What follows belongs to an exercise in optimizing a design on an open flow for small area; a production flow would make more cautious choices.
In this exercise RTL edits were held to simulation tests only and were not proved equivalent to the original.

## job 8908
==> flow/design.v <==
module INTEL_8254(
    input clk,
    input rst,
    input CS,
    output [3:0] WIDTH,   
    output WSTB,          
    output reg OUT0,
    input wire GATE0
    );
    reg GATE0S;           
    reg flag;             
    reg [3:0] elem;       
    reg [3:0] counter;    
    wire toggle = GATE0 ^ GATE0S;
    always @(posedge clk, negedge rst)
        if (~rst) begin
            GATE0S <= 1;
            flag <= 0;
            elem <= 0;
            OUT0 <= 0;
        end
        else if (CS) begin
            GATE0S <= GATE0;
            if (toggle) begin
                flag <= 1;
                OUT0 <= flag && (elem != 4'd0);  
                elem <= (elem == 4'd9) ? 4'd0 : elem + 4'd1;
            end
            else
                OUT0 <= 0;
        end
        else
            OUT0 <= 0;  
    always @(posedge clk)
        if (CS)
            counter <= toggle ? 4'd1 : counter + 4'd1;
    assign WIDTH = counter;
    assign WSTB = CS && toggle;
endmodule
module INTEL_8237(
input clk,
input rst,
output [8:0] Address,
output [3:0] NextLow,   
output reg EOP,
output reg Wrapped,
output MEMW,
input  DREQ,
input  CS
);
reg [8:0] address;
wire [8:0] address_inc;
wire carry;
inc9 ainc (.a(address), .e(MEMW), .y(address_inc), .co(carry));  
assign MEMW = DREQ && CS;   
assign NextLow = address_inc[3:0];
always @ (posedge clk or negedge rst)  
    begin
      if(!rst)
        begin
          address <= 0;
          EOP <= 0;
          Wrapped <= 0;
        end
      else
        begin
          address <= address_inc;  
          if (MEMW)
            EOP <= (address == 98) ? 1:0;  
          if (carry) Wrapped <= 1;
        end
    end
assign Address = address;  
endmodule
module RAM(
input clk,
input rst,
input MEMW,             
input [8:0] waddr,
input stage,            
input [3:0] slot,       
input [3:0] wdata,
input [8:0] raddr,
output [3:0] rdata      
);
reg [8:0] phase;        
reg [8:0] head;         
wire [2047:0] ring;
wire [63:0] pr;         
wire [8:0] nphase = ~phase;
wire [8:0] d;                                  
add9 dadd (.a(head), .b(nphase), .y(d));
wire [4:0] m = waddr[4:0] - head[4:0];         
wire drain = (m != 5'd0) && (d[3:0] == 4'd0);  
wire [3:0] hdata = pr[7:4];                    
wire [31:0] insel, inseln;                     
dec32 idec (.en(drain), .a(d[8:4]), .y(insel), .yn(inseln));
wire [8:0] phase_inc, head_inc;
inc9c pinc (.a(phase), .y(phase_inc));
inc9 hinc (.a(head), .e(drain), .y(head_inc), .co());
always @(posedge clk or negedge rst)
  if (!rst) begin
    phase <= 0;
    head <= 0;
  end else begin
    phase <= phase_inc;
    head <= head_inc;
  end
wire [3:0] wpos;
add4 wadd (.a(slot), .b(nphase[3:0]), .y(wpos));
wire [15:0] pbwe, pbwen;
dec16 wdec (.en(stage), .a(wpos), .y(pbwe), .yn(pbwen));
genvar g, b;
generate
  for (g = 0; g < 16; g = g + 1) begin : prw
    for (b = 0; b < 4; b = b + 1) begin : pb
      wire nx;
      ins_mux u (.s(pbwe[g]), .sn(pbwen[g]), .h(wdata[b]), .r(pr[4*((g+1)%16)+b]), .y(nx));
      reg w;
      always @(posedge clk)
        w <= nx;
      assign pr[4*g+b] = w;
    end
  end
  for (g = 0; g < 512; g = g + 1) begin : rw
    if (g % 16 == 0) begin : ins
      for (b = 0; b < 4; b = b + 1) begin : ib
        wire nx;
        ins_muxn u (.s(insel[g/16]), .sn(inseln[g/16]), .h(hdata[b] ^ ((g/16) % 2 == 1)),
                    .r(ring[4*((g+1)%512)+b]), .y(nx));
        reg w;
        always @(posedge clk)
          w <= nx;
        assign ring[4*g+b] = w;
      end
    end else begin : sh
      reg [3:0] w;
      always @(posedge clk)
        w <= ring[4*((g+1)%512) +: 4];
      assign ring[4*g +: 4] = w;
    end
  end
endgenerate
wire [8:0] q;
add9 qadd (.a(raddr), .b(nphase), .y(q));
wire [3:0] qoff = q[3:0] - d[3:0];
wire pend = (q[8:4] == d[8:4]) && (q[3:0] >= d[3:0]) && ({1'b0, qoff} < m);
wire [7:0] lsel, mseln, hseln;
dec8 ldec (.a(q[2:0]), .y(lsel));
dec8m mdec (.a(q[5:3]), .yn(mseln));
dec8n hdec (.en(~pend), .a(q[8:6]), .yn(hseln));
wire [1:0] pseln = ~({1'b0, pend} << q[3]);
wire rflip = q[4] & ~pend;   
genvar k, j;
generate
  for (b = 0; b < 4; b = b + 1) begin : rb
    wire [7:0] grp;
    for (j = 0; j < 8; j = j + 1) begin : gj
      wire [7:0] blk;
      for (k = 0; k < 8; k = k + 1) begin : bk
        wire [7:0] dd;
        for (g = 0; g < 8; g = g + 1) begin : bd
          assign dd[g] = ring[4*((64*j+8*k+g+1)%512)+b];
        end
        rd_blk u (.d(dd), .s(lsel), .gn(mseln[k]), .y(blk[k]));
      end
      rd_grp u (.y(blk), .gn(hseln[j]), .g(grp[j]));
    end
    wire [1:0] pblk;
    for (k = 0; k < 2; k = k + 1) begin : pk
      wire [7:0] dd;
      for (g = 0; g < 8; g = g + 1) begin : pd
        assign dd[g] = pr[4*((8*k+g+1)%16)+b];
      end
      rd_blk u (.d(dd), .s(lsel), .gn(pseln[k]), .y(pblk[k]));
    end
    assign rdata[b] = ((|grp) ^ rflip) | (|pblk);
  end
endgenerate
endmodule
module ins_mux(input s, input sn, input h, input r, output y);
assign y = (s & h) | (sn & r);
endmodule
module ins_muxn(input s, input sn, input h, input r, output y);
assign y = ~((s | r) & (sn | h));
endmodule
module rd_blk(
input [7:0] d,
input [7:0] s,
input gn,
output y
);
wire n0, n1;
ao222n g0 (.a(d[2:0]), .s(s[2:0]), .y(n0));
ao222n g1 (.a(d[5:3]), .s(s[5:3]), .y(n1));
rd_tail g2 (.n0(n0), .n1(n1), .a(d[7:6]), .s(s[7:6]), .gn(gn), .y(y));
endmodule
module ao222n(input [2:0] a, input [2:0] s, output y);
assign y = ~((a[0] & s[0]) | (a[1] & s[1]) | (a[2] & s[2]));
endmodule
module rd_tail(input n0, input n1, input [1:0] a, input [1:0] s, input gn, output y);
assign y = ~((n0 & n1 & ~((a[0] & s[0]) | (a[1] & s[1]))) | gn);
endmodule
module rd_grp(input [7:0] y, input gn, output g);
assign g = ~((~|y[3:0] & ~|y[7:4]) | gn);
endmodule
module add9(input [8:0] a, input [8:0] b, output [8:0] y);
wire [8:0] c;
ha1 h0 (.a(a[0]), .b(b[0]), .s(y[0]), .co(c[0]));
genvar i;
generate
  for (i = 1; i < 9; i = i + 1) begin : f
    fa1 u (.a(a[i]), .b(b[i]), .ci(c[i-1]), .s(y[i]), .co(c[i]));
  end
endgenerate
endmodule
module add4(input [3:0] a, input [3:0] b, output [3:0] y);
wire [3:0] c;
ha1 h0 (.a(a[0]), .b(b[0]), .s(y[0]), .co(c[0]));
genvar i;
generate
  for (i = 1; i < 4; i = i + 1) begin : f
    fa1 u (.a(a[i]), .b(b[i]), .ci(c[i-1]), .s(y[i]), .co(c[i]));
  end
endgenerate
endmodule
module inc9c(input [8:0] a, output [8:0] y);
wire [9:0] c;
assign y[0] = ~a[0];
assign c[1] = a[0];
genvar i;
generate
  for (i = 1; i < 9; i = i + 1) begin : h
    ha1 u (.a(a[i]), .b(c[i]), .s(y[i]), .co(c[i+1]));
  end
endgenerate
endmodule
module inc9(input [8:0] a, input e, output [8:0] y, output co);
wire [9:0] c;
assign c[0] = e;
genvar i;
generate
  for (i = 0; i < 9; i = i + 1) begin : h
    ha1 u (.a(a[i]), .b(c[i]), .s(y[i]), .co(c[i+1]));
  end
endgenerate
assign co = c[9];
endmodule
module fa1(input a, input b, input ci, output s, output co);
assign {co, s} = a + b + ci;
endmodule
module ha1(input a, input b, output s, output co);
assign {co, s} = a + b;
endmodule
module dec8(input [2:0] a, output [7:0] y);
assign y = 8'd1 << a;
endmodule
module dec8m(input [2:0] a, output [7:0] yn);
assign yn = ~(8'd1 << a);
endmodule
module dec8n(input en, input [2:0] a, output [7:0] yn);
assign yn = ~({7'd0, en} << a);
endmodule
module dec16(input en, input [3:0] a, output [15:0] y, output [15:0] yn);
wire [3:0] lo_n = ~({3'd0, en} << a[1:0]);
wire [3:0] hi_n = ~(4'd1 << a[3:2]);
genvar i;
generate
  for (i = 0; i < 16; i = i + 1) begin : g
    nor2m u (.a(lo_n[i%4]), .b(hi_n[i/4]), .y(y[i]));
    invm v (.a(y[i]), .y(yn[i]));
  end
endgenerate
endmodule
module dec32(input en, input [4:0] a, output [31:0] y, output [31:0] yn);
wire [3:0] lo_n = ~({3'd0, en} << a[1:0]);
wire [7:0] hi_n = ~(8'd1 << a[4:2]);
genvar i;
generate
  for (i = 0; i < 32; i = i + 1) begin : g
    nor2m u (.a(lo_n[i%4]), .b(hi_n[i/4]), .y(y[i]));
    invm v (.a(y[i]), .y(yn[i]));
  end
endgenerate
endmodule
module nor2m(input a, input b, output y);
assign y = ~(a | b);
endmodule
module invm(input a, output y);
assign y = ~a;
endmodule
module barcode39(
input clk,
input rst_n,
input scan_en,
input scan_bit,
input mem_rd,
input [8:0] rd_addr,
output [7:0] rd_data,
output eop
);
wire wDREQ, wMEMW, wWrapped, wWSTB;
wire [3:0] wWIDTH, wNextLow;
wire [8:0] dma_address;
wire [3:0] mem_data;
INTEL_8254 Timer(
.clk(clk),
.rst(rst_n),
.CS(scan_en),
.WIDTH(wWIDTH),
.WSTB(wWSTB),
.OUT0(wDREQ),
.GATE0(scan_bit));
INTEL_8237 DMA_Unit(
.clk(clk),
.rst(rst_n),
.Address(dma_address),
.NextLow(wNextLow),
.EOP(eop),
.Wrapped(wWrapped),
.MEMW(wMEMW),
.DREQ(wDREQ),
.CS(!mem_rd));
RAM Buffer(
.clk(clk),
.rst(rst_n),
.MEMW(wMEMW),
.waddr(dma_address),
.stage(wWSTB),
.slot(wNextLow),
.wdata(wWIDTH),
.raddr(rd_addr),
.rdata(mem_data));
wire below;
lt9 cmp (.a(rd_addr), .b(dma_address), .y(below));
wire written = mem_rd && (wWrapped || below);
assign rd_data = {4'b0000, written ? mem_data : 4'b0000};
endmodule
module lt9(input [8:0] a, input [8:0] b, output y);
reg r;
integer i;
always @* begin
  r = 1'b0;
  for (i = 0; i < 9; i = i + 1)
    r = (~a[i] & b[i]) | (~(a[i] & ~b[i]) & r);
end
assign y = r;
endmodule
==> flow/config.mk <==
export PLATFORM = sky130hd
export DESIGN_NAME = barcode39
export DESIGN_NICKNAME = barcode39
export VERILOG_FILES = /design/flow/design.v
export SDC_FILE = /design/flow/constraint.sdc
export NUM_CORES = 8
export LEC_CHECK = 0
export CAP_MARGIN = 30
export CORE_MARGIN = 2
export CORE_UTILIZATION = 75
export CTS_BUF_LIST = sky130_fd_sc_hd__clkbuf_16
export CTS_CLUSTER_DIAMETER = 130
export CTS_CLUSTER_SIZE = 31
export PLACE_DENSITY = 0.85
export SLEW_MARGIN = 30
export SYNTH_HIERARCHICAL = 1
==> flow/constraint.sdc <==
create_clock -name core_clock -period 20.0 [get_ports {clk}]
set_input_delay 4.0000 -clock core_clock [delete_from_list [all_inputs] [get_ports {clk}]]
set_output_delay 4.0000 -clock core_clock [all_outputs]
set_load 0.01 [all_outputs]
standard.sh (not shown) runs the stock make flow with config.mk's settings and CLKGATE_MAP_FILE= SYNTH_SCRIPT=/design/flow/synth_recipe.tcl, a recipe that flattens the netlist after the stock synthesis.
==> flow/flow/run.sh <==
#!/bin/bash
# Own layout flow: the standard flow (standard.sh: the standard synthesis
# and ORFS steps, unchanged), with two settings passed to the ORFS scripts:
#  - the port buffers are the smallest buffer, sky130_fd_sc_hd__buf_1;
#  - clock tree synthesis inserts no dummy loads, clusters up to 18
#    flip-flops within 60 um per clkbuf_8 leaf buffer, and builds the tree
#    above the leaves from clkbuf_4.
# The whole output of the make run is kept in standard.log in this folder;
# ORFS keeps each step's own log under orfs/logs/.
set -euo pipefail
export BUFFER_PORTS_ARGS="-buffer_cell sky130_fd_sc_hd__buf_1"
export CTS_ARGS="-sink_clustering_enable -repair_clock_nets -sink_clustering_size 18 -sink_clustering_max_diameter 60 -buf_list sky130_fd_sc_hd__clkbuf_4 -sink_clustering_buffer sky130_fd_sc_hd__clkbuf_8 -dont_use_dummy_load"
bash standard.sh > standard.log 2>&1
--- input diff job 8908..job 1767 ---
diff --git a/flow/design.v b/flow/design.v
--- a/flow/design.v
+++ b/flow/design.v
@@ -93,5 +93,5 @@
 wire [4:0] m = waddr[4:0] - head[4:0];         
 wire drain = (m != 5'd0) && (d[3:0] == 4'd0);  
-wire [3:0] hdata = pr[7:4];                    
+wire [3:0] hdata = pr[7:4] ^ {4{phase[0]}};   
 wire [31:0] insel, inseln;                     
 dec32 idec (.en(drain), .a(d[8:4]), .y(insel), .yn(inseln));
@@ -109,4 +109,5 @@
 wire [3:0] wpos;
 add4 wadd (.a(slot), .b(nphase[3:0]), .y(wpos));
+wire [3:0] wdin = wdata ^ {4{phase[0]}};       
 wire [15:0] pbwe, pbwen;
 dec16 wdec (.en(stage), .a(wpos), .y(pbwe), .yn(pbwen));
@@ -116,5 +117,5 @@
     for (b = 0; b < 4; b = b + 1) begin : pb
       wire nx;
-      ins_mux u (.s(pbwe[g]), .sn(pbwen[g]), .h(wdata[b]), .r(pr[4*((g+1)%16)+b]), .y(nx));
+      ins_muxn u (.s(pbwe[g]), .sn(pbwen[g]), .h(wdin[b]), .r(pr[4*((g+1)%16)+b]), .y(nx));
       reg w;
       always @(posedge clk)
@@ -151,5 +152,5 @@
 dec8n hdec (.en(~pend), .a(q[8:6]), .yn(hseln));
 wire [1:0] pseln = ~({1'b0, pend} << q[3]);
-wire rflip = q[4] & ~pend;   
+wire rflip = pend ? phase[0] : q[4];
 genvar k, j;
 generate
@@ -175,11 +176,8 @@
       rd_blk u (.d(dd), .s(lsel), .gn(pseln[k]), .y(pblk[k]));
     end
-    assign rdata[b] = ((|grp) ^ rflip) | (|pblk);
+    assign rdata[b] = (|{grp, pblk}) ^ rflip;
   end
 endgenerate
 endmodule
-module ins_mux(input s, input sn, input h, input r, output y);
-assign y = (s & h) | (sn & r);
-endmodule
 module ins_muxn(input s, input sn, input h, input r, output y);
 assign y = ~((s | r) & (sn | h));
- Ratio of cells with drive above 1 in the final layout delta (job 1767 -> job 8908): insignificant
- Per the comparison of job 1767 with job 8908, number of standard cells in the layout, taps in and fillers out -33; highest clock frequency the design can meet +6.0%.
- Wire length: higher on job 8908
- Compared with job 8908, in job 1767 fraction of area in registers now sits higher; post-placement setup slack now sits higher.
- Compared job 1767 vs job 8908, and number of tap cells inserted is down in job 1767.

-- what the ideal ports hide --
The results above use ideal ports. As a check the final layouts listed here were re-extracted and re-timed, cells and wires unchanged.
Step 1 (the two cells are an assumption about what drives the block):
set clk [get_ports {clk}]
set_driving_cell -lib_cell sky130_fd_sc_hd__clkbuf_16 $clk
set_driving_cell -lib_cell sky130_fd_sc_hd__buf_2 [delete_from_list [all_inputs] $clk]
Step 2, shift: input delay + t, output delay - t, t = (earliest + latest rising clock arrival at the registers) / 2. This alone moves slack from input paths to output paths.
Three values: ideal ports, drivers, drivers and shift; two values: the first two.
run | t, ns | setup slack, ns | cell pins on the clock port's net
job 8908 | 1.115 | 4.227 / 4.205 / 4.205 | 1
job 1767 | 1.113 | 5.120 / 5.099 / 5.099 | 1
After both steps every run listed still meets setup and hold. For job 8908, which loses most, drivers alone change the setup slack by -0.022 ns; drivers and shift together by -0.022 ns.
